What follows belongs to an exercise in optimizing a design on an open flow for small area and a short achievable clock period; a production flow would make more cautious choices. RTL that was checked went through simulation tests only; none was proved equivalent to the original. Only the layout flow was run in run 8; the RTL was not checked for function there. The clock cells of runs 7 and 8 come from the design's own scripts or RTL, not from TritonCTS. The flow treats the clock pin as an ideal source. Dropping or thinning the clock tree relies on that and would not hold on a real chip. No activity file was given, so power comes from the tool's default toggle rates.

==> config.mk <==
export PLATFORM = sky130hd
export DESIGN_NAME = alu_top
export DESIGN_NICKNAME = alu_top
export VERILOG_FILES = /design/flow/design.v
export SDC_FILE = /design/flow/constraint.sdc
export NUM_CORES = 4
export LEC_CHECK = 0
export ABC_AREA = 1
export CAP_MARGIN = 20
export CORE_MARGIN = 2
export CORE_UTILIZATION = 40
export SLEW_MARGIN = 20
==> constraint.sdc <==
create_clock -name core_clock -period 26.0 [get_ports {clk_i}]
set_input_delay 5.2000 -clock core_clock [delete_from_list [all_inputs] [get_ports {clk_i}]]
set_output_delay 5.2000 -clock core_clock [all_outputs]
set_load 0.01 [all_outputs]
==> design.v <==
`timescale 1ns/10ps
module alu_top (
    input  logic        clk_i,
    input  logic [2:0]  ALUControl_i,
    input  logic [63:0] A_i,
    input  logic [63:0] B_i,
    output logic [63:0] result_o,
    output logic        zero_o,
    output logic        overflow_o,
    output logic        carryout_o,
    output logic        negative_o
);
    logic [2:0]  ctrl_q;
    logic [63:0] a_q;
    logic [63:0] b_q;
    logic [63:0] result_d;
    logic        zero_d, overflow_d, carryout_d, negative_d;
    always_ff @(posedge clk_i) begin
        ctrl_q <= ALUControl_i;
        a_q    <= A_i;
        b_q    <= B_i;
    end
    ALU u_alu (
        .result_o     (result_d),
        .zero_o       (zero_d),
        .overflow_o   (overflow_d),
        .carryout_o   (carryout_d),
        .negative_o   (negative_d),
        .ALUControl_i (ctrl_q),
        .A_i          (a_q),
        .B_i          (b_q)
    );
    always_ff @(posedge clk_i) begin
        result_o   <= result_d;
        zero_o     <= zero_d;
        overflow_o <= overflow_d;
        carryout_o <= carryout_d;
        negative_o <= negative_d;
    end
endmodule

`timescale 1ns/10ps
module alu_group #(parameter N = 8, parameter FIRST = 0) (
    input  logic [N-1:0] a_i,
    input  logic [N-1:0] b_i,
    input  logic         sub_i,      
    input  logic         ci_i,       
    input  logic         ts_i,       
    input  logic         tn_i,       
    input  logic         tx_i,       
    input  logic         tb_i,       
    output logic [N-1:0] r_o,
    output logic         g_o,        
    output logic         p_o,        
    output logic         c_last_o    
);
    logic [N-1:0] x, n, pp, s;
    logic [N:0]   gl, pl, c;
    assign x  = a_i ^ b_i;
    assign n  = a_i & b_i;
    assign pp = x ^ {N{sub_i}};
    assign gl[0] = FIRST ? ci_i : 1'b0;
    assign pl[0] = 1'b1;
    genvar i;
    generate
        for (i = 0; i < N; i++) begin : g_bit
            assign gl[i+1] = pp[i] ? gl[i] : a_i[i];
            assign pl[i+1] = pl[i] & pp[i];
            if (FIRST) begin : g_first
                assign c[i] = gl[i];
            end else begin : g_next
                assign c[i] = gl[i] | (pl[i] & ci_i);
            end
        end
    endgenerate
    assign c[N] = 1'b0;
    assign s   = pp ^ c[N-1:0];
    assign r_o = (s & {N{ts_i}}) | (n & {N{tn_i}}) | (x & {N{tx_i}}) | (b_i & {N{tb_i}});
    assign g_o = gl[N];
    assign p_o = pl[N];
    assign c_last_o = c[N-1];
endmodule
module ALU (result_o, zero_o, overflow_o, carryout_o, negative_o, ALUControl_i, A_i, B_i);
    output  logic [63:0]    result_o;
    output  logic           zero_o;
    output  logic           overflow_o;
    output  logic           carryout_o;
    output  logic           negative_o;
    input   logic [2:0]     ALUControl_i;
    input   logic [63:0]    A_i;
    input   logic [63:0]    B_i;
    logic [8:0] gc;        
    logic [7:0] gg, gp, gcl;
    logic ts, tn, tx, tb;
    assign ts = ~ALUControl_i[2] &  ALUControl_i[1];
    assign tb = ~ALUControl_i[2] & ~ALUControl_i[1] & ~ALUControl_i[0];
    assign tn =  ALUControl_i[2] & ~ALUControl_i[1];
    assign tx =  ALUControl_i[2] & (ALUControl_i[1] ^ ALUControl_i[0]);
    assign gc[0] = ALUControl_i[0];
    alu_group #(.N(6), .FIRST(1)) u_g0 (.a_i(A_i[5:0]), .b_i(B_i[5:0]), .sub_i(ALUControl_i[0]), .ci_i(gc[0]),
        .ts_i(ts), .tn_i(tn), .tx_i(tx), .tb_i(tb), .r_o(result_o[5:0]), .g_o(gg[0]), .p_o(gp[0]), .c_last_o(gcl[0]));
    assign gc[1] = gg[0];
    alu_group #(.N(6), .FIRST(0)) u_g1 (.a_i(A_i[11:6]), .b_i(B_i[11:6]), .sub_i(ALUControl_i[0]), .ci_i(gc[1]),
        .ts_i(ts), .tn_i(tn), .tx_i(tx), .tb_i(tb), .r_o(result_o[11:6]), .g_o(gg[1]), .p_o(gp[1]), .c_last_o(gcl[1]));
    assign gc[2] = gg[1] | (gp[1] & gc[1]);
    alu_group #(.N(7), .FIRST(0)) u_g2 (.a_i(A_i[18:12]), .b_i(B_i[18:12]), .sub_i(ALUControl_i[0]), .ci_i(gc[2]),
        .ts_i(ts), .tn_i(tn), .tx_i(tx), .tb_i(tb), .r_o(result_o[18:12]), .g_o(gg[2]), .p_o(gp[2]), .c_last_o(gcl[2]));
    assign gc[3] = gg[2] | (gp[2] & gc[2]);
    alu_group #(.N(8), .FIRST(0)) u_g3 (.a_i(A_i[26:19]), .b_i(B_i[26:19]), .sub_i(ALUControl_i[0]), .ci_i(gc[3]),
        .ts_i(ts), .tn_i(tn), .tx_i(tx), .tb_i(tb), .r_o(result_o[26:19]), .g_o(gg[3]), .p_o(gp[3]), .c_last_o(gcl[3]));
    assign gc[4] = gg[3] | (gp[3] & gc[3]);
    alu_group #(.N(9), .FIRST(0)) u_g4 (.a_i(A_i[35:27]), .b_i(B_i[35:27]), .sub_i(ALUControl_i[0]), .ci_i(gc[4]),
        .ts_i(ts), .tn_i(tn), .tx_i(tx), .tb_i(tb), .r_o(result_o[35:27]), .g_o(gg[4]), .p_o(gp[4]), .c_last_o(gcl[4]));
    assign gc[5] = gg[4] | (gp[4] & gc[4]);
    alu_group #(.N(10), .FIRST(0)) u_g5 (.a_i(A_i[45:36]), .b_i(B_i[45:36]), .sub_i(ALUControl_i[0]), .ci_i(gc[5]),
        .ts_i(ts), .tn_i(tn), .tx_i(tx), .tb_i(tb), .r_o(result_o[45:36]), .g_o(gg[5]), .p_o(gp[5]), .c_last_o(gcl[5]));
    assign gc[6] = gg[5] | (gp[5] & gc[5]);
    alu_group #(.N(11), .FIRST(0)) u_g6 (.a_i(A_i[56:46]), .b_i(B_i[56:46]), .sub_i(ALUControl_i[0]), .ci_i(gc[6]),
        .ts_i(ts), .tn_i(tn), .tx_i(tx), .tb_i(tb), .r_o(result_o[56:46]), .g_o(gg[6]), .p_o(gp[6]), .c_last_o(gcl[6]));
    assign gc[7] = gg[6] | (gp[6] & gc[6]);
    alu_group #(.N(7), .FIRST(0)) u_g7 (.a_i(A_i[63:57]), .b_i(B_i[63:57]), .sub_i(ALUControl_i[0]), .ci_i(gc[7]),
        .ts_i(ts), .tn_i(tn), .tx_i(tx), .tb_i(tb), .r_o(result_o[63:57]), .g_o(gg[7]), .p_o(gp[7]), .c_last_o(gcl[7]));
    assign gc[8] = gg[7] | (gp[7] & gc[7]);
    assign zero_o     = ~|result_o;
    assign negative_o = result_o[63];
    assign carryout_o = gc[8];
    assign overflow_o = gc[8] ^ gcl[7];
endmodule
==> flow/run.sh <==
#!/bin/bash
export BUFFER_PORTS_ARGS="-buffer_cell sky130_fd_sc_hd__buf_1"
bash standard.sh > standard.log 2>&1
==> standard.sh <==
#!/bin/bash
# synth_recipe.tcl (not shown) runs the flow's synth.tcl, then flattens the netlist and writes it again
# the make line also repeats each setting of config.mk as NAME=value (left out here)
make -C /OpenROAD-flow-scripts/flow DESIGN_CONFIG=/design/flow/config.mk WORK_HOME=/design/flow/orfs CLKGATE_MAP_FILE= SYNTH_SCRIPT=/design/flow/synth_recipe.tcl "${@:-finish}"
==> results of run 1 <==
[routing by layer]
metal / track usage, % / share of wire, % / wire length (µm)
met5: 0 / 0.054 / 13
met4: 4.46 / 1.2 / 279
met3: 3.18 / 3.7 / 905
met2: 30.5 / 45 / 11000
met1: 26.6 / 50 / 12000
[layout by cell type (no fill, tap or decap), types with 5 or more instances in the layout]
cell       instances
nor2_2             6
o21ai_0           26
clkbuf_16         17
nand3_2            9
dfxtp_1          197
a21oi_1           88
a21oi_2            5
nand2_1          353
nand4_1            8
nand3_1          109
buf_4              5
or2_2             17
xor2_1             5
xnor2_1           51
a22o_1            31
nand2_2           13
nor2_1            82
nand2_4            5
o21ai_1            6
inv_1            113
inv_2              9
buf_1            199
ha_1              64
[final cells by class]
type                       instances  area [µm²]  share of cell area (%)
tap                              324         405                    3.58
sequential                       198        3970                    35.0
inverter                         124         465                    4.11
clock inverter                     7        50.0                   0.442
timing repair buffer             204         785                    6.92
multi-input combinational        914        5190                    45.8
clock buffer                      23         468                    4.13
[path summary, 6_finish.rpt]
| check | to | cells past startpoint | slack [ps] | from |
|---|---|---|---|---|
| setup / recovery | result_o[32] | 1 | 19880 | result_o[32] |
| hold / removal | carryout_o | 2 | 510 | a_q[63] |
| setup reg to reg | zero_o | 31 | 20920 | ctrl_q[0] |
| hold reg to reg | carryout_o | 2 | 510 | a_q[63] |
[cell families (layout without fill, tap and decap cells)]
logic type,after synthesis,count (layout),share of synthesized area [%]
AND/OR/NAND/NOR,623,623,27.9
buffers and inverters,159,358,7.02
flip-flops,198,198,40.3
XOR/XNOR,64,64,6.54
adder cells (fa/ha/maj),64,64,8.15
AO/OA/AOI/OAI,163,163,10.0
[flip-flops by register name, summed over array words and instances, names as in the netlist]
| name | flops |
|---|---|
| a_q | 64 |
| b_q | 64 |
| carryout_o | 1 |
| ctrl_q | 3 |
| overflow_o | 1 |
| result_o | 64 |
| zero_o | 1 |
[power groups by stage]
stage               combinational, mW  clock (mW)  sequential [mW]
floorplan                       0.144           0            0.357
global placement                0.199           0            0.349
detailed placement              0.201           0            0.350
CTS                             0.202       0.248            0.344
global route                    0.228       0.262            0.346
finish                          0.201       0.241            0.343
[worst reg2reg max path: cells and delay by family (launching register included)]
family / cells / cell delay, ps
DFF: 1 / 730
and+or+nand+nor: 27 / 3030
AOI/OAI and AO/OA: 2 / 310
buffers and inverters: 2 / 970
[stage by stage]
step | hold WS [ps] | setup WS, ps | cells
6_report | 510 | 19880 | 1794
5_1_grt | 525 | 19830 | 1794
3_5_place_dp | 493 | 20350 | 1764
4_1_cts | 509 | 19860 | 1794
3_3_place_gp | 514 | 20350 | 1764
2_1_floorplan | 467 | 20310 | 1271
==> results.toml, run 1 <==
[run_status]
status = "finished clean"

[floorplan]
pin_count = 200
die_w_um = 161
die_area_um2 = 25800
die_h_um = 161
core_um2 = 24200
start_util_pct = 40.5
row_count = 57

[layout]
area_growth_pct = 15.3
post-route-util_pct = 46.7
design_area_um2 = 11300
diodes = 0
fillers = 2525
fin_nets = 1655
drive_gt1_share_pct = 7.89

[sta]
tightestPinTransition_ps = 791
tns_ps = 0
maxSlewHeadroom_pct = 47.3
min_period_over_period_pct = 23.5
fmax_ghz = 0.164
finClkSkew_ps = 14.0
fin_crit_ps = 6120
hold_viol_final = 0
finalMaxSlewViolations = 0
finalSetupViolations = 0
rsz0062_at_grt = "false"

[critical_path]
worst-endpoint-arrival_ps = 920
end_kind = "output pin"
crit_type = "reg2out"
cp_max_fo = 1
startpoint_type = "flop"
crit_buf_inv = 1
cp.required_ps = 20800
path_cells = "buf_1"
critical-path-top-delay-family = "flip-flops"
cp_slowest_cell = "dfxtp_1"
cpPeakStageDelay_ps = 330

[pwr]
p_per_area_nw_per_um2 = 69.4
p_sw_share_pct = 32.4
p_comb_share_pct = 25.6
p_sw_mw = 0.255
p_leak_nw = 5.29
ir_drop_mv = 0.0290
power_mw = 0.786
pwr-share-clk_pct = 30.7
seq_power_share_pct = 43.7
power.internal_mw = 0.531

[synthesis]
synth_top_area_share_pct = 40.3
yosys_warnings = 1
syn_area_um2 = 9830
yosysTopAreaCell = "dfxtp_1"
synth_cell_types = 44
synthArstFlopShare_pct = 0
synth.most_common_cell = "nand2_1"
synth_nets = 1467
synth-seq-cells = 198
synthFlopType = "dfxtp_1"
synth_common_cells = "353 x nand2_1, 198 x dfxtp_1, 113 x inv_1, 109 x nand3_1, 88 x a21oi_1"
synth-seq-area-share_pct = 40.3
synthCells = 1271
syn_avg_cell_area_um2 = 7.73
synth_edf_count = 0
synthTopCellsByArea = "dfxtp_1 40%, nand2_1 13%, ha_1 8.1%, nand3_1 5.6%, xnor2_1 4.5%"

[drt]
drc = 0
vias = 8482
dr.first_iter.drc_count = 370
drtAntennaViolNets = 0
wl_per_cell_um = 13.5
first_pass_iters = 5
via_per_inst = 4.73
routed_wl_um = 24200

[place]
dpl.hpwl_um = 17600
placed_area_um2 = 10800
gp_routability_congestion = 0.848
portBuffers = 199

[clocking]
ctsHoldBuffers = 0
path_clk_slew_ps = 70
cts_tree = "yes"
clock_path_buffers = 2
clkLatencyLatePin_ps = 430
cts_resized = 0
cts_made_buffers = 17
post_cts_buffers = 0
cts.htree.levels = 4
cts_root_buf = "clkbuf_16"
cts_sinks = 198

[job]
maxCapViolCount = 0

[grt]
grt_first_pass_wirelength_um = 39100
grt_pass1_vias = 7807
grt_overflow_total = 0
grt_start_max_net_pins = 60
grtUsageTotal_pct = 18.9
antenna_found_initial = 1

[hold_path]
min-delay-path-class = "reg2reg"
==> inputs of run 2 (changes only) <==
==> run.sh (new file) <==
#!/bin/bash
# synth_recipe.tcl (not shown) runs the flow's synth.tcl, then flattens the netlist and writes it again
# the make line also repeats each setting of config.mk as NAME=value (left out here)
make -C /OpenROAD-flow-scripts/flow DESIGN_CONFIG=/design/flow/config.mk WORK_HOME=/design/flow/orfs CLKGATE_MAP_FILE= SYNTH_SCRIPT=/design/flow/synth_recipe.tcl finish
removed: flow/run.sh
removed: standard.sh
==> results.toml, run 2 <==
[run_status]
status = "finished clean"

[synthesis]
synthArstFlopShare_pct = 0
synthTopCellsByArea = "dfxtp_1 40%, nand2_1 13%, ha_1 8.1%, nand3_1 5.6%, xnor2_1 4.5%"
syn_area_um2 = 9830
yosysTopAreaCell = "dfxtp_1"
synth_common_cells = "353 x nand2_1, 198 x dfxtp_1, 113 x inv_1, 109 x nand3_1, 88 x a21oi_1"
synth-seq-cells = 198
synth-seq-area-share_pct = 40.3
synth_edf_count = 0
yosys_warnings = 1
synth_top_area_share_pct = 40.3
syn_avg_cell_area_um2 = 7.73
synthFlopType = "dfxtp_1"
synth_cell_types = 44
synth_nets = 1467
synthCells = 1271
synth.most_common_cell = "nand2_1"

[sta]
finalSetupViolations = 0
min_period_over_period_pct = 25.0
finalMaxSlewViolations = 0
finClkSkew_ps = 11.4
rsz0062_at_grt = "false"
fmax_ghz = 0.154
hold_viol_final = 0
maxSlewHeadroom_pct = 48.9
tns_ps = 0
tightestPinTransition_ps = 766
fin_crit_ps = 6490

[clocking]
clkLatencyLatePin_ps = 430
cts_tree = "yes"
cts_made_buffers = 17
cts_resized = 0
cts_sinks = 198
post_cts_buffers = 0
cts_root_buf = "clkbuf_16"
ctsHoldBuffers = 0
path_clk_slew_ps = 70
clock_path_buffers = 2
cts.htree.levels = 4

[grt]
grt_start_max_net_pins = 60
grt_overflow_total = 0
grtUsageTotal_pct = 19.5
antenna_found_initial = 1
grt_pass1_vias = 7933
grt_first_pass_wirelength_um = 40000

[critical_path]
crit_start = "result_o[29]"
cpPeakStageDelay_ps = 540
cp_max_fo = 1
worst-endpoint-arrival_ps = 1290
critical-path-top-delay-family = "buffers and inverters"
crit_buf_inv = 1
path_cells = "clkdlybuf4s50_1"
end_kind = "output pin"
r2r-start = "ctrl_q[0]"
cp_slowest_cell = "clkdlybuf4s50_1"
cp.required_ps = 20800
startpoint_type = "flop"
crit_type = "reg2out"

[layout]
layout_commonest_cell = "nand2_1"
fin_cells = 1796
area_growth_pct = 29.0
final_cell_mix = "353 x nand2_1, 199 x clkdlybuf4s50_1, 197 x dfxtp_1"
reg.largest.list = "a_q x64, b_q x64, result_o x64"
diodes = 0
drive_gt1_share_pct = 8.08
post-route-util_pct = 52.3
fin_nets = 1655
design_area_um2 = 12700

[drt]
vias = 8491
drtAntennaViolNets = 0
first_pass_iters = 5
routed_wl_um = 25000
dr.first_iter.drc_count = 430
drc = 0
via_per_inst = 4.73
wl_per_cell_um = 13.9

[floorplan]
die_h_um = 161
die_w_um = 161
row_count = 57
core_um2 = 24200
start_util_pct = 40.5
die_area_um2 = 25800
pin_count = 200

[pwr]
ir_drop_mv = 0.0408
p_per_area_nw_per_um2 = 67.6
seq_power_share_pct = 40.1
p_comb_share_pct = 27.4
p_sw_share_pct = 30.1
pwr-share-clk_pct = 32.5
power.internal_mw = 0.598
p_leak_nw = 5.87
power_mw = 0.856
p_sw_mw = 0.258

[hold_path]
min-delay-path-class = "reg2reg"
worstHoldStart = "a_q[63]"

[place]
portBuffers = 199
dp.cells = 1764
dpl.hpwl_um = 18000
placed_area_um2 = 12100
gp_routability_congestion = 0.805

[job]
maxCapViolCount = 0
==> run 2: kinds of logic after synthesis <==
family / count (synthesis) / share of synthesized area (%)
buf+inv: 159 / 7.02
simple gates: 623 / 27.9
compound gates: 163 / 10.0
flops: 198 / 40.3
xor+xnor: 64 / 6.54
fa+ha+maj: 64 / 8.15
==> run 2: routing by layer <==
layer | global-route usage, % | vias to the layer above | share of wire, %
li1 | - | 4491 | -
met1 | 26.4 | 3779 | 48
met2 | 31.8 | 192 | 45
met3 | 3.54 | 27 | 4.8
met4 | 5.64 | 2 | 1.2
met5 | 0 | - | 0.044
==> run 2: worst paths after layout <==
kind             endpoint  slack [ps]  cells after the start
max          result_o[29]       19510                      1
min            carryout_o         510                      2
min reg2reg    carryout_o         510                      2
max reg2reg        zero_o       20860                     31
==> run 2: power groups by stage <==
| stage | Clock [mW] | Combinational [mW] | Sequential, mW |
|---|---|---|---|
| final | 0.278 | 0.235 | 0.343 |
| after global routing | 0.300 | 0.262 | 0.346 |
| after global placement | 0 | 0.232 | 0.349 |
| after detailed placement | 0 | 0.234 | 0.350 |
| after floorplan | 0 | 0.144 | 0.357 |
| after CTS | 0.286 | 0.236 | 0.344 |
==> run 2: area by class of cell <==
class / instances / area (µm²)
well taps: 324 / 405
fillers: 2316 / 11600
inverters: 124 / 465
flip-flops and latches: 198 / 3970
clock buffers: 23 / 478
clock inverters: 9 / 138
repair buffers: 204 / 2030
multi-input cells: 914 / 5190
==> run 2: per-stage QoR <==
step                hold slack (ps)  setup WS, ps
CTS                             512         19470
detailed placement              495         19950
global route                    537         19450
finish                          514         19510
floorplan                       467         20310
global placement                499         19970
==> inputs of run 3 (changes only) <==
==> flow/run.sh (new file) <==
#!/bin/bash
# The standard layout with two changes:
#  - synthesis maps with flow/abc_map.script (see flow/abc_override.tcl);
#    everything else in synth_recipe.tcl is kept as is;
#  - the port buffers are the smallest buffer, sky130_fd_sc_hd__buf_1.
set -euo pipefail
here=$(pwd)
export FLOW_FLOW_DIR=$here/flow
{ head -n 1 synth_recipe.tcl; cat flow/abc_override.tcl; tail -n +2 synth_recipe.tcl; } > my_synth.tcl
sed "s#SYNTH_SCRIPT=[^ ]*#SYNTH_SCRIPT=$here/my_synth.tcl#" standard.sh > my_standard.sh
grep -q "SYNTH_SCRIPT=$here/my_synth.tcl" my_standard.sh
export BUFFER_PORTS_ARGS="-buffer_cell sky130_fd_sc_hd__buf_1"
bash my_standard.sh > standard.log 2>&1
==> flow/abc_map.script (new file) <==
&get -n
&st
&dch
&nf -R 1000
&put
topo
stime -c
buffer -c
upsize -c
dnsize -c
==> flow/abc_override.tcl (new file) <==
# Run Yosys's abc with flow/abc_map.script, an area-recovering mapping
# (&nf -R 1000), in place of ORFS's speed script and its 26 ps delay target.
proc abc {args} {
  set new {}
  set skip 0
  foreach a $args {
    if { $skip } { set skip 0; continue }
    if { $a eq "-script" } { lappend new -script $::env(FLOW_FLOW_DIR)/abc_map.script; set skip 1; continue }
    if { $a eq "-D" } { set skip 1; continue }
    lappend new $a
  }
  lappend new -D 4000
  yosys abc {*}$new
}
==> standard.sh (new file) <==
#!/bin/bash
# synth_recipe.tcl (not shown) runs the flow's synth.tcl, then flattens the netlist and writes it again
# the make line also repeats each setting of config.mk as NAME=value (left out here)
make -C /OpenROAD-flow-scripts/flow DESIGN_CONFIG=/design/flow/config.mk WORK_HOME=/design/flow/orfs CLKGATE_MAP_FILE= SYNTH_SCRIPT=/design/flow/synth_recipe.tcl "${@:-finish}"
--- a/config.mk
+++ b/config.mk
@@ -6,7 +6,6 @@
 export NUM_CORES = 4
 export LEC_CHECK = 0
-export ABC_AREA = 1
 export CAP_MARGIN = 20
 export CORE_MARGIN = 2
-export CORE_UTILIZATION = 40
+export CORE_UTILIZATION = 70
 export SLEW_MARGIN = 20
removed: run.sh
==> results.toml, run 3 <==
[grt]
grt_overflow_total = 0
grtUsageTotal_pct = 31.7
grt_start_max_net_pins = 60
grt_pass1_vias = 6859
grt_first_pass_wirelength_um = 32500
antenna_found_initial = 0

[synthesis]
synth-seq-area-share_pct = 46.7
synthTopCellsByArea = "dfxtp_1 47%, ha_1 9.4%, xnor2_1 7.9%, a222oi_1 7.4%, nand2_1 4.7%"
synth.most_common_cell = "dfxtp_1"
syn_area_um2 = 8490
synth_edf_count = 0
synthArstFlopShare_pct = 0
synth-seq-cells = 198
yosysTopAreaCell = "dfxtp_1"
synth-simple-area-share_pct = 11.7
synth_fa_ha_area_share_pct = 9.44
synthCells = 839
synth_top_area_share_pct = 46.7
synthMuxAreaShare_pct = 2.26
synth_compound_area_share_pct = 16.1
synth_cell_types = 51
synth_nets = 1035
syn_avg_cell_area_um2 = 10.1
synth_xor_area_share_pct = 11.6
synth_top_family_by_area = "compound AO/OA/AOI/OAI gates"
synthFlopType = "dfxtp_1"
synth_common_cells = "198 x dfxtp_1, 106 x nand2_1, 77 x xnor2_1, 64 x ha_1, 63 x a222oi_1"
yosys_warnings = 1

[sta]
maxSlewHeadroom_pct = 42.7
rsz0062_at_grt = "false"
setup_ws_ps = 19680
fmax_ghz = 0.158
finalSetupViolations = 0
fin_crit_ps = 6320
finalMaxSlewViolations = 0
tightestPinTransition_ps = 859
whs_ps = 514
hold_viol_final = 0
min_period_over_period_pct = 24.3
tns_ps = 0
finClkSkew_ps = 7.98

[drt]
dr.first_iter.drc_count = 931
first_pass_iters = 9
wl_met2_um = 9970
drt-met1-wl_um = 8300
vias = 7192
via_per_inst = 6.05
routed_wl_um = 20500
top_layer_used = "met4"
met3WireLength_um = 1700
wl_per_cell_um = 17.2
drtAntennaViolNets = 0
drc = 0

[critical_path]
crit_start = "ctrl_q[0]"
worstSetupEndpoint = "zero_o"
r2r-start = "ctrl_q[0]"
r2r_slack_ps = 19680
crit_type = "reg2reg"
worst-endpoint-arrival_ps = 6680
cp_max_fo = 46
reg2reg_to = "zero_o"
r2r_cells = 24
startpoint_type = "flop"
cp.required_ps = 26360
end_kind = "flop"

[clocking]
post_cts_buffers = 0
cts_tree = "yes"
path_clk_slew_ps = 70
cts_root_buf = "clkbuf_16"
cts_sinks = 198
clkLatencyLatePin_ps = 440
cts_resized = 0
clock_path_buffers = 2
cts.htree.levels = 4
ctsHoldBuffers = 0
cts_made_buffers = 17

[pwr]
seq_power_share_pct = 43.8
p_sw_mw = 0.237
ir_drop_mv = 0.0643
p_per_area_nw_per_um2 = 79.6
p_comb_share_pct = 23.4
power.internal_mw = 0.553
p_leak_nw = 4.05
power_mw = 0.790
p_sw_share_pct = 29.9
pwr-share-clk_pct = 32.8

[layout]
drive_gt1_share_pct = 5.10
fin_cells = 1189
fin_nets = 1223
reg.largest.list = "a_q x64, b_q x64, result_o x64"
area_growth_pct = 17.0
final_cell_mix = "199 x buf_1, 197 x dfxtp_1, 106 x nand2_1"
layout_commonest_cell = "buf_1"
design_area_um2 = 9930
post-route-util_pct = 83.4

[floorplan]
row_count = 40
die_area_um2 = 13000
die_w_um = 114
die_h_um = 114
pin_count = 200
start_util_pct = 71.2
core_um2 = 11900

[place]
placed_area_um2 = 9330
dp.cells = 1155
gp_routability_congestion = 0.848
place_ws_ps = 19840
portBuffers = 199
dpl.hpwl_um = 13800

[hold_path]
worstHoldStart = "b_q[3]"
min-delay-path-class = "reg2reg"

[run_status]
status = "finished clean"

[job]
maxCapViolCount = 0
-- run 3: cell count changes after synthesis, sizes merged, moves of 27 or more --
| cell | previous run | this run |
|---|---|---|
| xor2 | 8 | 35 |
| a22o | 31 | 0 |
| a222oi | 0 | 63 |
| nand2 | 371 | 107 |
| a21oi | 93 | 33 |
| nor2 | 90 | 41 |
| o21ai | 32 | 63 |
| inv | 121 | 8 |
| nand3 | 118 | 16 |
-- run 3: logic make-up after synthesis --
| kind of cell | count (synthesis) |
|---|---|
| and+or+nand+nor | 220 |
| DFF | 198 |
| AOI/OAI and AO/OA | 183 |
| xor gates and xnor gates | 112 |
| adders and majority gates | 64 |
| buffers and inverters | 43 |
| muxes | 19 |
-- run 3: worst max-delay path, stage by stage (launching register included) --
cell and delay [ps]:
dfxtp_4 590, buf_4 700, xnor2_1 210, or2_1 300, a21o_1 190, a21o_1 180, a21o_1 190, a21oi_2 160
a21oi_2 100, o41ai_4 580, a31oi_4 260, o31ai_4 500, a31o_4 260, nand3_1 90, o211ai_2 240, nand2_1 140
nand2_2 170, nand2_1 80, nand2_1 80, xor2_1 130, o21ai_0 150, nor4_1 430, and4_1 250, nand4_1 80
nor2b_1 160
-- run 3: worst min-delay path by stage --
stage | to | cells after the start
after global routing | result_o[3] | 2
after detailed placement | result_o[3] | 2
after global placement | result_o[8] | 2
after floorplan | result_o[1] | 2
final | result_o[3] | 2
after CTS | result_o[1] | 2
-- run 3: layer usage --
| layer | vias to the layer above | GRT usage [%] |
|---|---|---|
| li1 | 3459 | - |
| met1 | 3329 | 38.1 |
| met2 | 358 | 53.7 |
| met3 | 46 | 8.52 |
| met4 | 0 | 13.2 |
| met5 | - | 0 |
-- run 3: layout make-up --
class,count,area (µm²)
antenna,2,5.00
clock buffer,21,460
clock inverter,11,124
fill,751,1980
inverter,8,30.0
multi-input combinational,598,4370
sequential,198,3970
tap,147,184
timing repair buffer,204,785
-- run 3: power groups by stage --
stage / Combinational [mW] / Clock [mW] / Sequential, mW
6_report: 0.185 / 0.259 / 0.346
2_1_floorplan: 0.125 / 0 / 0.359
3_3_place_gp: 0.176 / 0 / 0.351
4_1_cts: 0.183 / 0.260 / 0.346
3_5_place_dp: 0.180 / 0 / 0.352
5_1_grt: 0.204 / 0.275 / 0.348
==> inputs of run 4 (changes only) <==
--- a/config.mk
+++ b/config.mk
@@ -8,4 +8,4 @@
 export CAP_MARGIN = 20
 export CORE_MARGIN = 2
-export CORE_UTILIZATION = 70
+export CORE_UTILIZATION = 40
 export SLEW_MARGIN = 20
==> results.toml, run 4 <==
[run_status]
status = "finished clean"

[synthesis]
syn_avg_cell_area_um2 = 10.1
synth_nets = 1035
synth_top_area_share_pct = 46.7
synth_common_cells = "198 x dfxtp_1, 106 x nand2_1, 77 x xnor2_1, 64 x ha_1, 63 x a222oi_1"
synth_edf_count = 0
synth-seq-cells = 198
synth_cell_types = 51
synthFlopType = "dfxtp_1"
synthTopCellsByArea = "dfxtp_1 47%, ha_1 9.4%, xnor2_1 7.9%, a222oi_1 7.4%, nand2_1 4.7%"
syn_area_um2 = 8490
yosysTopAreaCell = "dfxtp_1"
synthArstFlopShare_pct = 0
synth.most_common_cell = "dfxtp_1"
yosys_warnings = 1
synth-seq-area-share_pct = 46.7
synthCells = 839

[sta]
maxSlewHeadroom_pct = 36.0
tightestPinTransition_ps = 961
finalMaxSlewViolations = 0
min_period_over_period_pct = 23.7
whs_ps = 511
hold_viol_final = 0
setup_ws_ps = 19840
finClkSkew_ps = 10.1
rsz0062_at_grt = "false"
tns_ps = 0
fmax_ghz = 0.162
finalSetupViolations = 0
fin_crit_ps = 6160

[clocking]
post_cts_buffers = 0
clock_path_buffers = 2
cts_tree = "yes"
cts_resized = 0
cts_root_buf = "clkbuf_16"
cts.htree.levels = 4
cts_made_buffers = 17
ctsHoldBuffers = 0
path_clk_slew_ps = 70
clkLatencyLatePin_ps = 440
cts_sinks = 198

[drt]
drc = 0
wl_per_cell_um = 16.3
routed_wl_um = 21500
dr.first_iter.drc_count = 484
via_per_inst = 5.18
first_pass_iters = 6
vias = 6818
drtAntennaViolNets = 0

[pwr]
p_sw_share_pct = 31.3
seq_power_share_pct = 44.2
p_per_area_nw_per_um2 = 77.5
p_sw_mw = 0.244
power.internal_mw = 0.536
ir_drop_mv = 0.0382
p_comb_share_pct = 23.4
pwr-share-clk_pct = 32.4
p_leak_nw = 4.03

[grt]
grtUsageTotal_pct = 19.1
antenna_found_initial = 1
grt_start_max_net_pins = 46
grt_first_pass_wirelength_um = 33400
grt_overflow_total = 0
grt_pass1_vias = 6564

[critical_path]
cp_slowest_cell = "dfxtp_1"
startpoint_type = "flop"
critical-path-top-delay-family = "flip-flops"
crit_type = "reg2out"
crit_buf_inv = 1
r2r_slack_ps = 20220
r2r_cells = 24
worst-endpoint-arrival_ps = 970
reg2reg_to = "zero_o"
r2r-start = "a_q[1]"
cp.required_ps = 20800
path_cells = "buf_1"
cp_max_fo = 1
end_kind = "output pin"
cpPeakStageDelay_ps = 320

[hold_path]
worstHoldStart = "b_q[4]"
min-delay-path-class = "reg2reg"
worstHoldEndpoint = "result_o[4]"
holdPathStages = 2

[floorplan]
core_um2 = 20900
row_count = 53
pin_count = 200
die_area_um2 = 22400
die_w_um = 150
start_util_pct = 40.6
die_h_um = 150

[place]
place_ws_ps = 20230
gp_routability_congestion = 0.831
dpl.hpwl_um = 15300
portBuffers = 199
dp.cells = 1284

[layout]
reg.largest.list = "a_q x64, b_q x64, result_o x64"
area_growth_pct = 18.6
fin_nets = 1224
fin_cells = 1317
post-route-util_pct = 48.2
layout_commonest_cell = "buf_1"
drive_gt1_share_pct = 5.38
final_cell_mix = "199 x buf_1, 197 x dfxtp_1, 106 x nand2_1"

[job]
maxCapViolCount = 0
[run 4: cell counts after synthesis]
No cell type changed its count.
[run 4: how the worst max path moves through the flow]
stage / slack (ps) / to / depth (start not counted) / startpoint
after floorplan: 20310 / result_o[63] / 1 / result_o[63]
after global placement: 20310 / zero_o / 1 / zero_o
final: 19840 / zero_o / 1 / zero_o
after detailed placement: 20230 / zero_o / 24 / a_q[1]
after CTS: 19840 / zero_o / 1 / zero_o
after global routing: 19610 / zero_o / 26 / ctrl_q[0]
[run 4: cell type report]
cell class,instances,area (µm²)
Fill cell,2035,10800
Clock buffer,18,450
Tap cell,275,344
Clock inverter,14,114
Timing Repair Buffer,205,792
Antenna cell,1,2.50
Inverter,8,30.0
Sequential cell,198,3970
Multi-Input combinational cell,598,4370
[run 4: cell families after synthesis]
kind of cell / count (synthesis) / synth area share, %
buffers and inverters: 43 / 2.17
xor gates and xnor gates: 112 / 11.6
adders and majority gates: 64 / 9.44
and+or+nand+nor: 220 / 11.7
AOI/OAI and AO/OA: 183 / 16.1
DFF: 198 / 46.7
muxes: 19 / 2.26
[run 4: power groups by stage]
stage | Sequential (mW) | Clock [mW] | Combinational (mW)
floorplan | 0.359 | 0 | 0.125
global placement | 0.352 | 0 | 0.181
detailed placement | 0.352 | 0 | 0.182
CTS | 0.345 | 0.259 | 0.184
global route | 0.348 | 0.270 | 0.205
finish | 0.345 | 0.253 | 0.183
[run 4: per-stage QoR]
stage | cell area, µm² | power [mW]
6_report | 10100 | 0.781
5_1_grt | 10100 | 0.823
4_1_cts | 10100 | 0.788
3_5_place_dp | 9500 | 0.534
3_3_place_gp | 9500 | 0.533
2_1_floorplan | 8490 | 0.484
[run 4: routing by layer]
layer	wire length (µm)	track usage, %
met5	0	0
met3	1600	5.06
met4	378	6.32
met2	9650	31.1
met1	9890	24.6
==> inputs of run 5 (changes only) <==
--- a/flow/run.sh
+++ b/flow/run.sh
@@ -11,3 +11,5 @@
 grep -q "SYNTH_SCRIPT=$here/my_synth.tcl" my_standard.sh
 export BUFFER_PORTS_ARGS="-buffer_cell sky130_fd_sc_hd__buf_1"
+# repair_timing: aim for setup slack of 19.9 ns (a 6.1 ns period) on every path it can fix
+export SETUP_SLACK_MARGIN=19.9
 bash my_standard.sh > standard.log 2>&1
==> results.toml, run 5 <==
[grt]
grt_overflow_total = 0
grt_pass1_vias = 6576
antenna_found_initial = 1
grtUsageTotal_pct = 19.1
grt_start_max_net_pins = 46
grt_first_pass_wirelength_um = 33400

[place]
gp_routability_congestion = 0.831
dpl.hpwl_um = 15300
portBuffers = 199

[layout]
layout_commonest_cell = "dfxtp_1"
fin_nets = 1225
final_cell_mix = "174 x dfxtp_1, 131 x buf_1, 106 x nand2_1"
seq_area_um2 = 4000
multiInputGateArea_um2 = 4370
area_growth_pct = 21.6
drive_gt1_share_pct = 14.2
reg.largest.list = "a_q x64, b_q x64, result_o x64"
fillers = 1998

[floorplan]
die_h_um = 150
die_area_um2 = 22400
die_w_um = 150
pin_count = 200
row_count = 53
core_um2 = 20900
start_util_pct = 40.6

[clocking]
clock_path_buffers = 2
path_clk_slew_ps = 80
cts_root_buf = "clkbuf_16"
cts_made_buffers = 17
clkLatencyLatePin_ps = 440
ctsHoldBuffers = 0
cts_sinks = 198
cts_tree = "yes"
cts.htree.levels = 4

[pwr]
p_leak_nw = 4.30
p_per_area_nw_per_um2 = 77.0
ir_drop_mv = 0.0382

[synthesis]
syn_area_um2 = 8490
synth-seq-area-share_pct = 46.7
synth_cell_types = 51
synth_top_area_share_pct = 46.7
synth_edf_count = 0
synthFlopType = "dfxtp_1"
yosysTopAreaCell = "dfxtp_1"
synth-seq-cells = 198
yosys_warnings = 1
synthTopCellsByArea = "dfxtp_1 47%, ha_1 9.4%, xnor2_1 7.9%, a222oi_1 7.4%, nand2_1 4.7%"
syn_avg_cell_area_um2 = 10.1
synthCells = 839
synth.most_common_cell = "dfxtp_1"
synth_common_cells = "198 x dfxtp_1, 106 x nand2_1, 77 x xnor2_1, 64 x ha_1, 63 x a222oi_1"
synth_nets = 1035
synthArstFlopShare_pct = 0

[run_status]
status = "finished clean"

[critical_path]
end_kind = "output pin"
cp.depth = 1
cp_slowest_cell = "dfxtp_2"
critical-path-top-delay-family = "flip-flops"
cp_max_fo = 1
path_cells = "buf_6"
r2r_cells = 24
startpoint_type = "flop"
crit_buf_inv = 1
crit_type = "reg2out"
worst-endpoint-arrival_ps = 880
cp.required_ps = 20800
cpPeakStageDelay_ps = 330

[sta]
whs_ps = 511
fin_crit_ps = 6080
tns_ps = 0
finClkSkew_ps = 10.2
hold_viol_final = 0
min_period_over_period_pct = 23.4
maxSlewHeadroom_pct = 36.1
finalMaxSlewViolations = 0
fmax_ghz = 0.164
tightestPinTransition_ps = 958
rsz0062_at_grt = "true"
finalSetupViolations = 0

[drt]
wl_per_cell_um = 16.4
drc = 0
dr.first_iter.drc_count = 466
via_per_inst = 5.19
drtAntennaViolNets = 0
first_pass_iters = 8
vias = 6838
routed_wl_um = 21600

[hold_path]
min-delay-path-class = "reg2reg"
holdPathStages = 2

[job]
maxCapViolCount = 0
run 5: cell counts after synthesis:
No cell type changed its count.
run 5: cells by family (layout without fill, tap and decap cells):
kind of cell    Yosys count  after routing  synth area share [%]
compound gates          183            183                  16.1
xor+xnor                112            112                  11.6
fa+ha+maj                64             64                  9.44
buf+inv                  43            246                  2.17
flops                   198            198                  46.7
mux                      19             19                  2.26
other cells               0              1                     0
simple gates            220            220                  11.7
run 5: cell type report:
cell class                      count  area share (%)
Timing Repair Buffer              206            9.80
Clock inverter                     14            1.10
Sequential cell                   198            38.7
Clock buffer                       18            4.37
Inverter                            8           0.291
Multi-Input combinational cell    598            42.3
Antenna cell                        1          0.0243
Tap cell                          275            3.34
run 5: tightest hold or removal path, cell delays in order, from the launching register on:
cell	delay, ps
dfxtp_1	330
a222oi_1	60
nand2_1	80
run 5: worst paths after layout:
check / startpoint / end / slack, ps
worst max-delay path: result_o[18] / result_o[18] / 19920
worst min register to register: b_q[4] / result_o[4] / 510
worst min-delay path: b_q[4] / result_o[4] / 510
worst max register to register: a_q[1] / zero_o / 20440
run 5: power breakdown:
part	switching, mW	leakage, nW	internal (mW)
combinational	0.110	2.35	0.0841
clock	0.122	0.272	0.131
sequential	0.0134	1.67	0.334
total	0.246	4.30	0.549
run 5: repair_timing:
action / CTS / global route
pin swaps: 0 / 1
resized for setup: 60 / 60
hold endpoints to repair: 0 / 0
cloned: 0 / 0
setup endpoints to repair: 57 / 40
buffers inserted: 0 / 1
run 5: per-layer routing:
layer / GRT usage [%] / vias to the layer above / share of wire, %
met1: 24.6 / 3142 / 46
met3: 5.03 / 30 / 7.2
met5: 0 / - / 0
met4: 6.32 / 0 / 1.8
li1: - / 3457 / -
met2: 31.2 / 209 / 45
run 5: through the flow:
stage               power [mW]  instances  setup slack [ps]  area [µm²]  utilization (%)
finish                   0.794       1318             19920       10300             49.4
global route             0.836       1317             19880       10300             49.4
CTS                      0.792       1316             19890       10100             48.6
detailed placement       0.534       1284             20230        9500             45.5
global placement         0.533       1284             20310        9500             45.5
floorplan                0.484        839             20310        8490                -
==> inputs of run 6 (changes only) <==
--- a/config.mk
+++ b/config.mk
@@ -8,4 +8,4 @@
 export CAP_MARGIN = 20
 export CORE_MARGIN = 2
-export CORE_UTILIZATION = 40
+export CORE_UTILIZATION = 60
 export SLEW_MARGIN = 20
==> results.toml, run 6 <==
[grt]
grt_start_max_net_pins = 65
grt_first_pass_wirelength_um = 33100
grt_pass1_vias = 7202
grt_overflow_total = 0
grtUsageTotal_pct = 28.2
antenna_found_initial = 0

[critical_path]
critical-path-top-delay-family = "flip-flops"
cp_max_fo = 1
cpPeakStageDelay_ps = 320
startpoint_type = "flop"
cp.required_ps = 20800
path_cells = "clkbuf_2"
cp_slowest_cell = "dfxtp_1"
end_kind = "output pin"
crit_buf_inv = 1
worst-endpoint-arrival_ps = 890
crit_type = "reg2out"

[drt]
drc = 0
first_pass_iters = 8
via_per_inst = 5.88
vias = 7194
wl_per_cell_um = 17.6
drtAntennaViolNets = 0
routed_wl_um = 21600
dr.first_iter.drc_count = 595

[synthesis]
synth_common_cells = "198 x dfxtp_1, 106 x nand2_1, 77 x xnor2_1, 64 x ha_1, 63 x a222oi_1"
synth.most_common_cell = "dfxtp_1"
syn_avg_cell_area_um2 = 10.1
synth-seq-cells = 198
yosys_warnings = 1
synth_edf_count = 0
synth_nets = 1035
synth-seq-area-share_pct = 46.7
synth_top_area_share_pct = 46.7
synthFlopType = "dfxtp_1"
yosysTopAreaCell = "dfxtp_1"
syn_area_um2 = 8490
synthArstFlopShare_pct = 0
synthTopCellsByArea = "dfxtp_1 47%, ha_1 9.4%, xnor2_1 7.9%, a222oi_1 7.4%, nand2_1 4.7%"
synth_cell_types = 51
synthCells = 839

[layout]
design_area_um2 = 10200
final_cell_mix = "173 x dfxtp_1, 131 x buf_1, 106 x nand2_1"
fin_nets = 1228
area_growth_pct = 19.8
reg.largest.list = "a_q x64, b_q x64, result_o x64"
layout_commonest_cell = "dfxtp_1"
drive_gt1_share_pct = 14.2
fillers = 1043
post-route-util_pct = 73.5
fin_cells = 1224
diodes = 0

[place]
gp_routability_congestion = 0.855
place_ws_ps = 19650
placed_area_um2 = 9380
dp.cells = 1189
dpl.hpwl_um = 14800
portBuffers = 199

[sta]
setup_ws_ps = 19910
fin_crit_ps = 6090
whs_ps = 513
min_period_over_period_pct = 23.4
finalSetupViolations = 0
maxSlewHeadroom_pct = 42.8
fmax_ghz = 0.164
hold_viol_final = 0
rsz0062_at_grt = "true"
tns_ps = 0
finClkSkew_ps = 10.0
finalMaxSlewViolations = 0
tightestPinTransition_ps = 859

[pwr]
p_per_area_nw_per_um2 = 78.2
p_leak_nw = 4.29
power_mw = 0.795
ir_drop_mv = 0.0564

[clocking]
cts_root_buf = "clkbuf_16"
cts_sinks = 198
path_clk_slew_ps = 70
clock_path_buffers = 2
cts_made_buffers = 17
ctsHoldBuffers = 0
cts_tree = "yes"
clkLatencyLatePin_ps = 430
cts.htree.levels = 4

[floorplan]
start_util_pct = 61.4
pin_count = 200
row_count = 43
core_um2 = 13800
die_h_um = 123
die_area_um2 = 15100
die_w_um = 123

[hold_path]
min-delay-path-class = "reg2reg"

[job]
maxCapViolCount = 0

[run_status]
status = "finished clean"
[run 6: changes by cell type in the layout (fill, tap and decap cells not counted), sizes merged]
cell,change
clkbuf,+20
buf,-15
inv,-6
bufinv,+2
clkinvlp,+2
clkinv,-1
diode,-1
[run 6: power breakdown]
part	switching, mW	total [mW]	internal, mW
Combinational	0.112	0.194	0.0824
Sequential	0.0142	0.348	0.334
Clock	0.111	0.252	0.141
[run 6: final timing paths]
kind | startpoint | end | slack [ps] | cells after the start
worst min register to register | b_q[23] | result_o[23] | 510 | 2
worst min-delay path | b_q[23] | result_o[23] | 510 | 2
worst max-delay path | result_o[20] | result_o[20] | 19910 | 1
worst max register to register | ctrl_q[0] | zero_o | 20330 | 25
[run 6: what timing repair did]
| action | CTS | global route |
|---|---|---|
| pin swaps | 0 | 1 |
| gates resized for setup | 46 | 64 |
| setup endpoints to repair | 40 | 51 |
| buffers inserted | 0 | 4 |
[run 6: layout make-up]
cell class                      count  area (µm²)  share of cell area, %
Multi-Input combinational cell    598        4370                   43.0
Tap cell                          180         225                   2.22
Sequential cell                   198        4000                   39.3
Timing Repair Buffer              209         977                   9.62
Clock inverter                     11         129                   1.27
Inverter                            8        30.0                  0.295
Clock buffer                       20         437                   4.30
[run 6: routing by layer]
metal,global-route usage [%],wire length (µm),vias to the layer above
met5,0,0,-
met4,12.4,656,0
met3,6.87,1570,48
met2,51.4,10900,280
met1,30.8,8430,3416
li1,-,-,3450
[run 6: cells by family (layout without fill, tap and decap cells)]
group | count (synthesis) | in the layout | share of synthesized area [%]
adders and majority gates | 64 | 64 | 9.44
buffers and inverters | 43 | 248 | 2.17
AOI/OAI and AO/OA | 183 | 183 | 16.1
muxes | 19 | 19 | 2.26
xor gates and xnor gates | 112 | 112 | 11.6
and+or+nand+nor | 220 | 220 | 11.7
DFF | 198 | 198 | 46.7
==> inputs of run 7 (changes only) <==
==> flow/run.sh (replaced) <==
#!/bin/bash
# The standard layout with these changes:
#  - synthesis maps with flow/abc_map.script (see flow/abc_override.tcl);
#    everything else in synth_recipe.tcl is kept as is;
#  - the port buffers are the smallest buffer, sky130_fd_sc_hd__buf_1;
#  - repair_timing aims at a setup slack of 19.8 ns;
#  - the clock tree is built by flow/pre_cts.tcl (two balanced levels of
#    clkbuf_16, see flow/manual_cts.tcl) instead of TritonCTS.
set -euo pipefail
here=$(pwd)
export FLOW_FLOW_DIR=$here/flow
{ head -n 1 synth_recipe.tcl; cat flow/abc_override.tcl; tail -n +2 synth_recipe.tcl; } > my_synth.tcl
sed "s#SYNTH_SCRIPT=[^ ]*#SYNTH_SCRIPT=$here/my_synth.tcl#" standard.sh > my_standard.sh
grep -q "SYNTH_SCRIPT=$here/my_synth.tcl" my_standard.sh
export BUFFER_PORTS_ARGS="-buffer_cell sky130_fd_sc_hd__buf_1"
# repair_timing: aim for a setup slack of 19.8 ns (a 6.2 ns period), below what the
# output paths reach, so that it only speeds up paths inside the design
export SETUP_SLACK_MARGIN=19.8
export PRE_CTS_TCL=$here/flow/pre_cts.tcl
bash my_standard.sh > standard.log 2>&1
==> flow/manual_cts.tcl (new file) <==
proc mc_kmeans { pts k } {
  set n [llength $pts]
  set xs [lsort -real [lmap p $pts {lindex $p 0}]]
  set ys [lsort -real [lmap p $pts {lindex $p 1}]]
  set x0 [lindex $xs 0]; set x1 [lindex $xs end]; set y0 [lindex $ys 0]; set y1 [lindex $ys end]
  set nx [expr {int(ceil(sqrt($k)))}]; set ny [expr {int(ceil(double($k) / $nx))}]
  set cent {}
  for {set c 0} {$c < $k} {incr c} {
    set i [expr {$c % $nx}]; set j [expr {$c / $nx}]
    lappend cent [list [expr {$x0 + ($i + 0.5) * ($x1 - $x0) / $nx}] [expr {$y0 + ($j + 0.5) * ($y1 - $y0) / $ny}]]
  }
  set cap [expr {int(ceil(1.15 * $n / $k))}]
  for {set iter 0} {$iter < 40} {incr iter} {
    set cnt [lrepeat $k 0]
    set asg {}
    foreach p $pts {
      set order {}
      for {set c 0} {$c < $k} {incr c} {
        set q [lindex $cent $c]
        lappend order [list $c [expr {abs([lindex $p 0] - [lindex $q 0]) + abs([lindex $p 1] - [lindex $q 1])}]]
      }
      set best -1
      foreach o [lsort -real -index 1 $order] {
        set c [lindex $o 0]
        if { [lindex $cnt $c] < $cap } { set best $c; break }
      }
      lset cnt $best [expr {[lindex $cnt $best] + 1}]
      lappend asg $best
    }
    set newc {}
    for {set c 0} {$c < $k} {incr c} {
      set sx 0; set sy 0; set m 0
      foreach p $pts a $asg { if { $a == $c } { set sx [expr {$sx + [lindex $p 0]}]; set sy [expr {$sy + [lindex $p 1]}]; incr m } }
      if { $m > 0 } { lappend newc [list [expr {$sx / $m}] [expr {$sy / $m}]] } else { lappend newc [lindex $cent $c] }
    }
    set cent $newc
  }
  return [list $asg $cent]
}
proc mc_make_buf { block master name in_net centre } {
  set inst [odb::dbInst_create $block $master $name]
  set net [odb::dbNet_create $block "${name}_net"]
  $net setSigType CLOCK
  $inst setLocation [expr {int([lindex $centre 0])}] [expr {int([lindex $centre 1])}]
  $inst setPlacementStatus PLACED
  foreach it [$inst getITerms] {
    set mt [$it getMTerm]
    if { [$mt getSigType] eq "POWER" || [$mt getSigType] eq "GROUND" } { continue }
    if { [$mt getIoType] eq "INPUT" } { $it connect $in_net } else { $it connect $net }
  }
  return $net
}
proc manual_clock_tree2 { clk_name n1 m1 n2 m2 } {
  set block [ord::get_db_block]
  set clk_net [$block findNet $clk_name]
  set sinks {}
  foreach it [$clk_net getITerms] { if { [$it isInputSignal] } { lappend sinks $it } }
  set pts {}
  foreach it $sinks {
    set bb [[$it getInst] getBBox]
    lappend pts [list [expr {([$bb xMin] + [$bb xMax]) / 2.0}] [expr {([$bb yMin] + [$bb yMax]) / 2.0}]]
  }
  lassign [mc_kmeans $pts $n2] asg2 cent2
  lassign [mc_kmeans $cent2 $n1] asg1 cent1
  set l1nets {}
  for {set c 0} {$c < $n1} {incr c} {
    lappend l1nets [mc_make_buf $block [[ord::get_db] findMaster $m1] "clkbuf_l1_$c" $clk_net [lindex $cent1 $c]]
  }
  for {set c 0} {$c < $n2} {incr c} {
    set net [mc_make_buf $block [[ord::get_db] findMaster $m2] "clkbuf_l2_$c" [lindex $l1nets [lindex $asg1 $c]] [lindex $cent2 $c]]
    set cnt 0
    foreach it $sinks a $asg2 { if { $a == $c } { $it disconnect; $it connect $net; incr cnt } }
    puts "clkbuf_l2_$c: $cnt sinks, driven by clkbuf_l1_[lindex $asg1 $c]"
  }
}
==> flow/pre_cts.tcl (new file) <==
# Sourced by ORFS's cts.tcl before it builds the clock tree (PRE_CTS_TCL).
# Replaces TritonCTS with a two-level tree of clkbuf_16 cells: the clock port
# drives 4 buffers, which drive 8 leaf buffers, each of which drives about 25
# flip-flops that sit close together.  The tree is balanced; it is shallower
# and smaller than TritonCTS's H-tree, which adds a root buffer and dummy loads.
source $::env(FLOW_FLOW_DIR)/manual_cts.tcl
rename clock_tree_synthesis tritoncts_clock_tree_synthesis
proc clock_tree_synthesis { args } {
  manual_clock_tree2 clk_i 4 sky130_fd_sc_hd__clkbuf_16 8 sky130_fd_sc_hd__clkbuf_16
}
--- a/config.mk
+++ b/config.mk
@@ -8,4 +8,4 @@
 export CAP_MARGIN = 20
 export CORE_MARGIN = 2
-export CORE_UTILIZATION = 60
+export CORE_UTILIZATION = 40
 export SLEW_MARGIN = 20
==> results.toml, run 7 <==
[run_status]
status = "finished clean"

[grt]
grt_start_max_net_pins = 46
grt_use_met3_pct = 3.38
gr-max-usage-layer = "met2"
use_met1_pct = 24.2
use_met2_pct = 30.7
grt_overflow_total = 0
grt_pass1_vias = 6453
grtUsageTotal_pct = 18.0
antenna_found_initial = 1
grt_first_pass_wirelength_um = 32900

[critical_path]
end_kind = "output pin"
path_cells = "buf_1"
critical-path-top-delay-family = "flip-flops"
cp_slowest_cell = "dfxtp_1"
cp.required_ps = 20800
crit_buf_inv = 1
crit_type = "reg2out"
startpoint_type = "flop"
cp_max_fo = 1
cpPeakStageDelay_ps = 320
worst-endpoint-arrival_ps = 800

[floorplan]
start_util_pct = 40.6
core_um2 = 20900
row_count = 53
pin_count = 200
die_area_um2 = 22400
die_w_um = 150
die_h_um = 150

[synthesis]
synth-seq-cells = 198
synthCells = 839
synth_nets = 1035
synth_cell_types = 51
synth-seq-area-share_pct = 46.7
synth_common_cells = "198 x dfxtp_1, 106 x nand2_1, 77 x xnor2_1, 64 x ha_1, 63 x a222oi_1"
synth.most_common_cell = "dfxtp_1"
synthArstFlopShare_pct = 0
synth_top_area_share_pct = 46.7
synthTopCellsByArea = "dfxtp_1 47%, ha_1 9.4%, xnor2_1 7.9%, a222oi_1 7.4%, nand2_1 4.7%"
synthFlopType = "dfxtp_1"
synth_edf_count = 0
yosys_warnings = 1
syn_avg_cell_area_um2 = 10.1
syn_area_um2 = 8490
yosysTopAreaCell = "dfxtp_1"

[sta]
maxSlewHeadroom_pct = 35.3
whs_ps = 519
finalSetupViolations = 0
fin_crit_ps = 6000
hold_viol_final = 0
finalMaxSlewViolations = 0
tns_ps = 0
setup_ws_ps = 20000
min_period_over_period_pct = 23.1
fmax_ghz = 0.167
finClkSkew_ps = 37.6
rsz0062_at_grt = "false"
tightestPinTransition_ps = 970

[drt]
vias = 6737
drtAntennaViolNets = 0
wl_per_cell_um = 16.5
first_pass_iters = 8
drc = 0
dr.first_iter.drc_count = 432
via_per_inst = 5.19
routed_wl_um = 21400

[layout]
reg.largest.list = "a_q x64, b_q x64, result_o x64"
layout_commonest_cell = "buf_1"
design_area_um2 = 9820
area_growth_pct = 15.7
drive_gt1_share_pct = 3.62
fin_nets = 1220
final_cell_mix = "199 x buf_1, 197 x dfxtp_1, 106 x nand2_1"

[clocking]
path_clk_slew_ps = 110
clkLatencyLatePin_ps = 310

[place]
dpl.hpwl_um = 15300
portBuffers = 199
gp_routability_congestion = 0.831
place_ws_ps = 20230
placed_area_um2 = 9500

[pwr]
p_per_area_nw_per_um2 = 71.3
p_leak_nw = 3.92
ir_drop_mv = 0.0493

[hold_path]
min-delay-path-class = "reg2reg"

[job]
maxCapViolCount = 0
[run 7: cell type report]
| cell class | count | area, µm² |
|---|---|---|
| fillers | 2067 | 11100 |
| multi-input cells | 598 | 4370 |
| flip-flops and latches | 198 | 3970 |
| repair buffers | 206 | 803 |
| well taps | 275 | 344 |
| plain buffers | 12 | 300 |
| inverters | 8 | 30.0 |
| diodes | 2 | 5.00 |
[run 7: final timing paths]
check	startpoint	end	slack [ps]	depth (start not counted)
hold reg to reg	b_q[11]	result_o[11]	520	2
hold / removal	b_q[11]	result_o[11]	520	2
setup reg to reg	a_q[1]	zero_o	20470	24
setup / recovery	zero_o	zero_o	20000	1
[run 7: cell families after synthesis]
logic type	Yosys count	share of synthesized area [%]
mux	19	2.26
xor+xnor	112	11.6
fa+ha+maj	64	9.44
flops	198	46.7
simple gates	220	11.7
buf+inv	43	2.17
compound gates	183	16.1
[run 7: per-stage QoR]
step	util (%)	total power [mW]	instances
global placement	45.5	0.533	1284
detailed placement	45.5	0.534	1284
global route	47.0	0.739	1297
floorplan	-	0.484	839
CTS	46.9	0.672	1296
finish	47.0	0.700	1299
[run 7: power breakdown]
group	switching, mW	leakage [nW]	internal [mW]
Sequential	0.0127	1.67	0.333
Combinational	0.109	2.10	0.0737
Clock	0.0881	0.148	0.0831
Total	0.210	3.92	0.489
[run 7: timing repair]
action	in CTS	in global routing
setup endpoints to repair	0	1
buffers inserted	0	1
resized for setup	0	1
hold buffers	0	0
endpoints found under the hold margin	0	0
[run 7: metal layers]
layer	share of wire (%)	vias up	wire, µm
li1	-	3428	-
met1	46	3061	9780
met3	8.3	27	1770
met4	1.8	0	380
met2	44	221	9470
met5	0	-	0
==> inputs of run 8 (changes only) <==
--- a/design.v
+++ b/design.v
@@ -90,6 +90,6 @@
     input   logic [63:0]    A_i;
     input   logic [63:0]    B_i;
-    logic [8:0] gc;        
-    logic [7:0] gg, gp, gcl;
+    logic [5:0] gc;        
+    logic [4:0] gg, gp, gcl;
     logic ts, tn, tx, tb;
     assign ts = ~ALUControl_i[2] &  ALUControl_i[1];
@@ -98,31 +98,22 @@
     assign tx =  ALUControl_i[2] & (ALUControl_i[1] ^ ALUControl_i[0]);
     assign gc[0] = ALUControl_i[0];
-    alu_group #(.N(6), .FIRST(1)) u_g0 (.a_i(A_i[5:0]), .b_i(B_i[5:0]), .sub_i(ALUControl_i[0]), .ci_i(gc[0]),
-        .ts_i(ts), .tn_i(tn), .tx_i(tx), .tb_i(tb), .r_o(result_o[5:0]), .g_o(gg[0]), .p_o(gp[0]), .c_last_o(gcl[0]));
+    alu_group #(.N(12), .FIRST(1)) u_g0 (.a_i(A_i[11:0]), .b_i(B_i[11:0]), .sub_i(ALUControl_i[0]), .ci_i(gc[0]),
+        .ts_i(ts), .tn_i(tn), .tx_i(tx), .tb_i(tb), .r_o(result_o[11:0]), .g_o(gg[0]), .p_o(gp[0]), .c_last_o(gcl[0]));
     assign gc[1] = gg[0];
-    alu_group #(.N(6), .FIRST(0)) u_g1 (.a_i(A_i[11:6]), .b_i(B_i[11:6]), .sub_i(ALUControl_i[0]), .ci_i(gc[1]),
-        .ts_i(ts), .tn_i(tn), .tx_i(tx), .tb_i(tb), .r_o(result_o[11:6]), .g_o(gg[1]), .p_o(gp[1]), .c_last_o(gcl[1]));
+    alu_group #(.N(13), .FIRST(0)) u_g1 (.a_i(A_i[24:12]), .b_i(B_i[24:12]), .sub_i(ALUControl_i[0]), .ci_i(gc[1]),
+        .ts_i(ts), .tn_i(tn), .tx_i(tx), .tb_i(tb), .r_o(result_o[24:12]), .g_o(gg[1]), .p_o(gp[1]), .c_last_o(gcl[1]));
     assign gc[2] = gg[1] | (gp[1] & gc[1]);
-    alu_group #(.N(7), .FIRST(0)) u_g2 (.a_i(A_i[18:12]), .b_i(B_i[18:12]), .sub_i(ALUControl_i[0]), .ci_i(gc[2]),
-        .ts_i(ts), .tn_i(tn), .tx_i(tx), .tb_i(tb), .r_o(result_o[18:12]), .g_o(gg[2]), .p_o(gp[2]), .c_last_o(gcl[2]));
+    alu_group #(.N(13), .FIRST(0)) u_g2 (.a_i(A_i[37:25]), .b_i(B_i[37:25]), .sub_i(ALUControl_i[0]), .ci_i(gc[2]),
+        .ts_i(ts), .tn_i(tn), .tx_i(tx), .tb_i(tb), .r_o(result_o[37:25]), .g_o(gg[2]), .p_o(gp[2]), .c_last_o(gcl[2]));
     assign gc[3] = gg[2] | (gp[2] & gc[2]);
-    alu_group #(.N(8), .FIRST(0)) u_g3 (.a_i(A_i[26:19]), .b_i(B_i[26:19]), .sub_i(ALUControl_i[0]), .ci_i(gc[3]),
-        .ts_i(ts), .tn_i(tn), .tx_i(tx), .tb_i(tb), .r_o(result_o[26:19]), .g_o(gg[3]), .p_o(gp[3]), .c_last_o(gcl[3]));
+    alu_group #(.N(13), .FIRST(0)) u_g3 (.a_i(A_i[50:38]), .b_i(B_i[50:38]), .sub_i(ALUControl_i[0]), .ci_i(gc[3]),
+        .ts_i(ts), .tn_i(tn), .tx_i(tx), .tb_i(tb), .r_o(result_o[50:38]), .g_o(gg[3]), .p_o(gp[3]), .c_last_o(gcl[3]));
     assign gc[4] = gg[3] | (gp[3] & gc[3]);
-    alu_group #(.N(9), .FIRST(0)) u_g4 (.a_i(A_i[35:27]), .b_i(B_i[35:27]), .sub_i(ALUControl_i[0]), .ci_i(gc[4]),
-        .ts_i(ts), .tn_i(tn), .tx_i(tx), .tb_i(tb), .r_o(result_o[35:27]), .g_o(gg[4]), .p_o(gp[4]), .c_last_o(gcl[4]));
+    alu_group #(.N(13), .FIRST(0)) u_g4 (.a_i(A_i[63:51]), .b_i(B_i[63:51]), .sub_i(ALUControl_i[0]), .ci_i(gc[4]),
+        .ts_i(ts), .tn_i(tn), .tx_i(tx), .tb_i(tb), .r_o(result_o[63:51]), .g_o(gg[4]), .p_o(gp[4]), .c_last_o(gcl[4]));
     assign gc[5] = gg[4] | (gp[4] & gc[4]);
-    alu_group #(.N(10), .FIRST(0)) u_g5 (.a_i(A_i[45:36]), .b_i(B_i[45:36]), .sub_i(ALUControl_i[0]), .ci_i(gc[5]),
-        .ts_i(ts), .tn_i(tn), .tx_i(tx), .tb_i(tb), .r_o(result_o[45:36]), .g_o(gg[5]), .p_o(gp[5]), .c_last_o(gcl[5]));
-    assign gc[6] = gg[5] | (gp[5] & gc[5]);
-    alu_group #(.N(11), .FIRST(0)) u_g6 (.a_i(A_i[56:46]), .b_i(B_i[56:46]), .sub_i(ALUControl_i[0]), .ci_i(gc[6]),
-        .ts_i(ts), .tn_i(tn), .tx_i(tx), .tb_i(tb), .r_o(result_o[56:46]), .g_o(gg[6]), .p_o(gp[6]), .c_last_o(gcl[6]));
-    assign gc[7] = gg[6] | (gp[6] & gc[6]);
-    alu_group #(.N(7), .FIRST(0)) u_g7 (.a_i(A_i[63:57]), .b_i(B_i[63:57]), .sub_i(ALUControl_i[0]), .ci_i(gc[7]),
-        .ts_i(ts), .tn_i(tn), .tx_i(tx), .tb_i(tb), .r_o(result_o[63:57]), .g_o(gg[7]), .p_o(gp[7]), .c_last_o(gcl[7]));
-    assign gc[8] = gg[7] | (gp[7] & gc[7]);
     assign zero_o     = ~|result_o;
     assign negative_o = result_o[63];
-    assign carryout_o = gc[8];
-    assign overflow_o = gc[8] ^ gcl[7];
+    assign carryout_o = gc[5];
+    assign overflow_o = gc[5] ^ gcl[4];
 endmodule
==> flow/abc_map.script (replaced) <==
&get -n
&st
&dch
&nf -R 1000 -F 8 -A 4 -C 32
&put
topo
stime -c
buffer -c
upsize -c
dnsize -c
--- a/flow/abc_override.tcl
+++ b/flow/abc_override.tcl
@@ -1,4 +1,4 @@
 # Run Yosys's abc with flow/abc_map.script, an area-recovering mapping
-# (&nf -R 1000), in place of ORFS's speed script and its 26 ps delay target.
+# (&nf -R 1000 -F 8 -A 4 -C 32), in place of ORFS's speed script and its 26 ps delay target.
 proc abc {args} {
   set new {}
==> results.toml, run 8 <==
[drt]
vias = 6678
drtAntennaViolNets = 0
via_per_inst = 5.30
routed_wl_um = 21100
first_pass_iters = 9
wl_per_cell_um = 16.7

[sta]
rsz0062_at_grt = "false"
whs_ps = 511
tns_ps = 0
finalSetupViolations = 0
finalMaxSlewViolations = 0
hold_viol_final = 0
fmax_ghz = 0.164
maxSlewHeadroom_pct = 51.9
min_period_over_period_pct = 23.4
finClkSkew_ps = 29.0
fin_crit_ps = 6080

[pwr]
p_comb_share_pct = 25.6
p_leak_nw = 3.80
p_sw_mw = 0.205
p_per_area_nw_per_um2 = 71.6
pwr-share-clk_pct = 24.3

[hold_path]
holdPathStages = 2
worstHoldStart = "b_q[4]"
worstHoldEndpoint = "result_o[4]"
min-delay-path-class = "reg2reg"

[floorplan]
die_w_um = 148
die_h_um = 148
pin_count = 200
start_util_pct = 40.9
row_count = 52

[layout]
drive_gt1_share_pct = 3.53
diodes = 0
layout_commonest_cell = "buf_1"
area_growth_pct = 16.1
fin_nets = 1189

[synthesis]
syn_avg_cell_area_um2 = 10.3
synthFlopType = "dfxtp_1"
yosysTopAreaCell = "dfxtp_1"
synth_cell_types = 48
synth_nets = 1005
synth_top_area_share_pct = 47.6
synth_common_cells = "198 x dfxtp_1, 68 x o21ai_0, 67 x nand2_1, 67 x xnor2_1, 64 x ha_1"
synthCells = 809
yosys_warnings = 1
synth-seq-cells = 198
synth.most_common_cell = "dfxtp_1"
syn_area_um2 = 8330
synthArstFlopShare_pct = 0

[place]
gp_routability_congestion = 0.815
dpl.hpwl_um = 15100
portBuffers = 199

[clocking]
clkLatencyLatePin_ps = 300
path_clk_slew_ps = 100

[critical_path]
path_cells = "buf_1"
cp_slowest_cell = "dfxtp_1"
r2r_cells = 26
crit_buf_inv = 1
critical-path-top-delay-family = "flip-flops"
reg2reg_to = "zero_o"
cp_max_fo = 1
cp.required_ps = 20800
r2r_slack_ps = 20320
end_kind = "output pin"

[grt]
grt_first_pass_wirelength_um = 32400
antenna_found_initial = 0
grt_overflow_total = 0
grt_pass1_vias = 6340
grt_start_max_net_pins = 51

[job]
maxCapViolCount = 0

[run_status]
status = "finished clean"
[run 8: cell count changes after synthesis, moves of 3 or more]
cell      change
o21ai_1       +6
or3_1         -3
nand4_1       +3
and3_1        +3
nand3_1       +6
nand2_1      -39
clkbuf_1      +3
mux2i_1       -6
a21o_1        +5
xor2_1        +9
xnor2_1      -10
nor2_1        -7
o21ai_0       +7
[run 8: area by class of cell]
class / count / area (µm²) / share of cell area, %
plain buffers: 12 / 300 / 3.10
multi-input cells: 565 / 4190 / 43.4
inverters: 9 / 33.8 / 0.349
well taps: 270 / 338 / 3.49
flip-flops and latches: 198 / 3970 / 41.0
repair buffers: 207 / 840 / 8.68
[run 8: timing repair]
item | CTS | global route
setup endpoints to repair | 1 | 1
hold buffers | 0 | 0
gates resized for setup | 1 | 5
gates cloned | 0 | 0
setup buffers | 0 | 1
pin swaps | 0 | 0
[run 8: worst max path at each step]
stage	start	endpoint	slack, ps
final	zero_o	zero_o	19920
after global routing	a_q[1]	zero_o	19820
after CTS	ctrl_q[0]	zero_o	19950
after detailed placement	ctrl_q[0]	zero_o	19740
after global placement	ctrl_q[0]	zero_o	19960
after floorplan	result_o[63]	result_o[63]	20310
[run 8: logic make-up after synthesis]
family                     count (synthesis)  synth area share (%)
adders and majority gates                 64                  9.62
muxes                                     14                  1.76
xor gates and xnor gates                 112                  11.9
DFF                                      198                  47.6
AOI/OAI and AO/OA                        199                  16.8
buffers and inverters                     46                  2.42
and+or+nand+nor                          176                  9.95
[run 8: power by group through the flow]
stage / combinational (mW) / sequential (mW) / clock, mW
after floorplan: 0.119 / 0.359 / 0
after global placement: 0.173 / 0.354 / 0
after detailed placement: 0.174 / 0.354 / 0
after CTS: 0.176 / 0.355 / 0.136
after global routing: 0.198 / 0.350 / 0.185
final: 0.177 / 0.347 / 0.169
[run 8: per-layer routing]
| layer | GRT usage, % | part of all wire (%) | vias up |
|---|---|---|---|
| li1 | - | - | 3346 |
| met1 | 25.0 | 47 | 3086 |
| met2 | 30.2 | 45 | 224 |
| met3 | 2.42 | 6.7 | 22 |
| met4 | 2.43 | 1.3 | 0 |
| met5 | 0 | 0 | - |
[run 8: stage by stage]
stage / power (mW) / instances / setup WS [ps] / cell area [µm²]
floorplan: 0.478 / 809 / 20310 / 8330
global placement: 0.527 / 1248 / 19960 / 9320
detailed placement: 0.528 / 1248 / 19740 / 9320
CTS: 0.666 / 1260 / 19950 / 9620
global route: 0.733 / 1261 / 19820 / 9670
finish: 0.693 / 1261 / 19920 / 9670

Check on run 8: ideal ports give 19.921 ns setup slack; a clkbuf_16 on the clock port and buf_2 on the inputs give 19.823 ns; moving port delays by the midpoint clock arrival (0.387 ns) as well gives 20.209 ns.
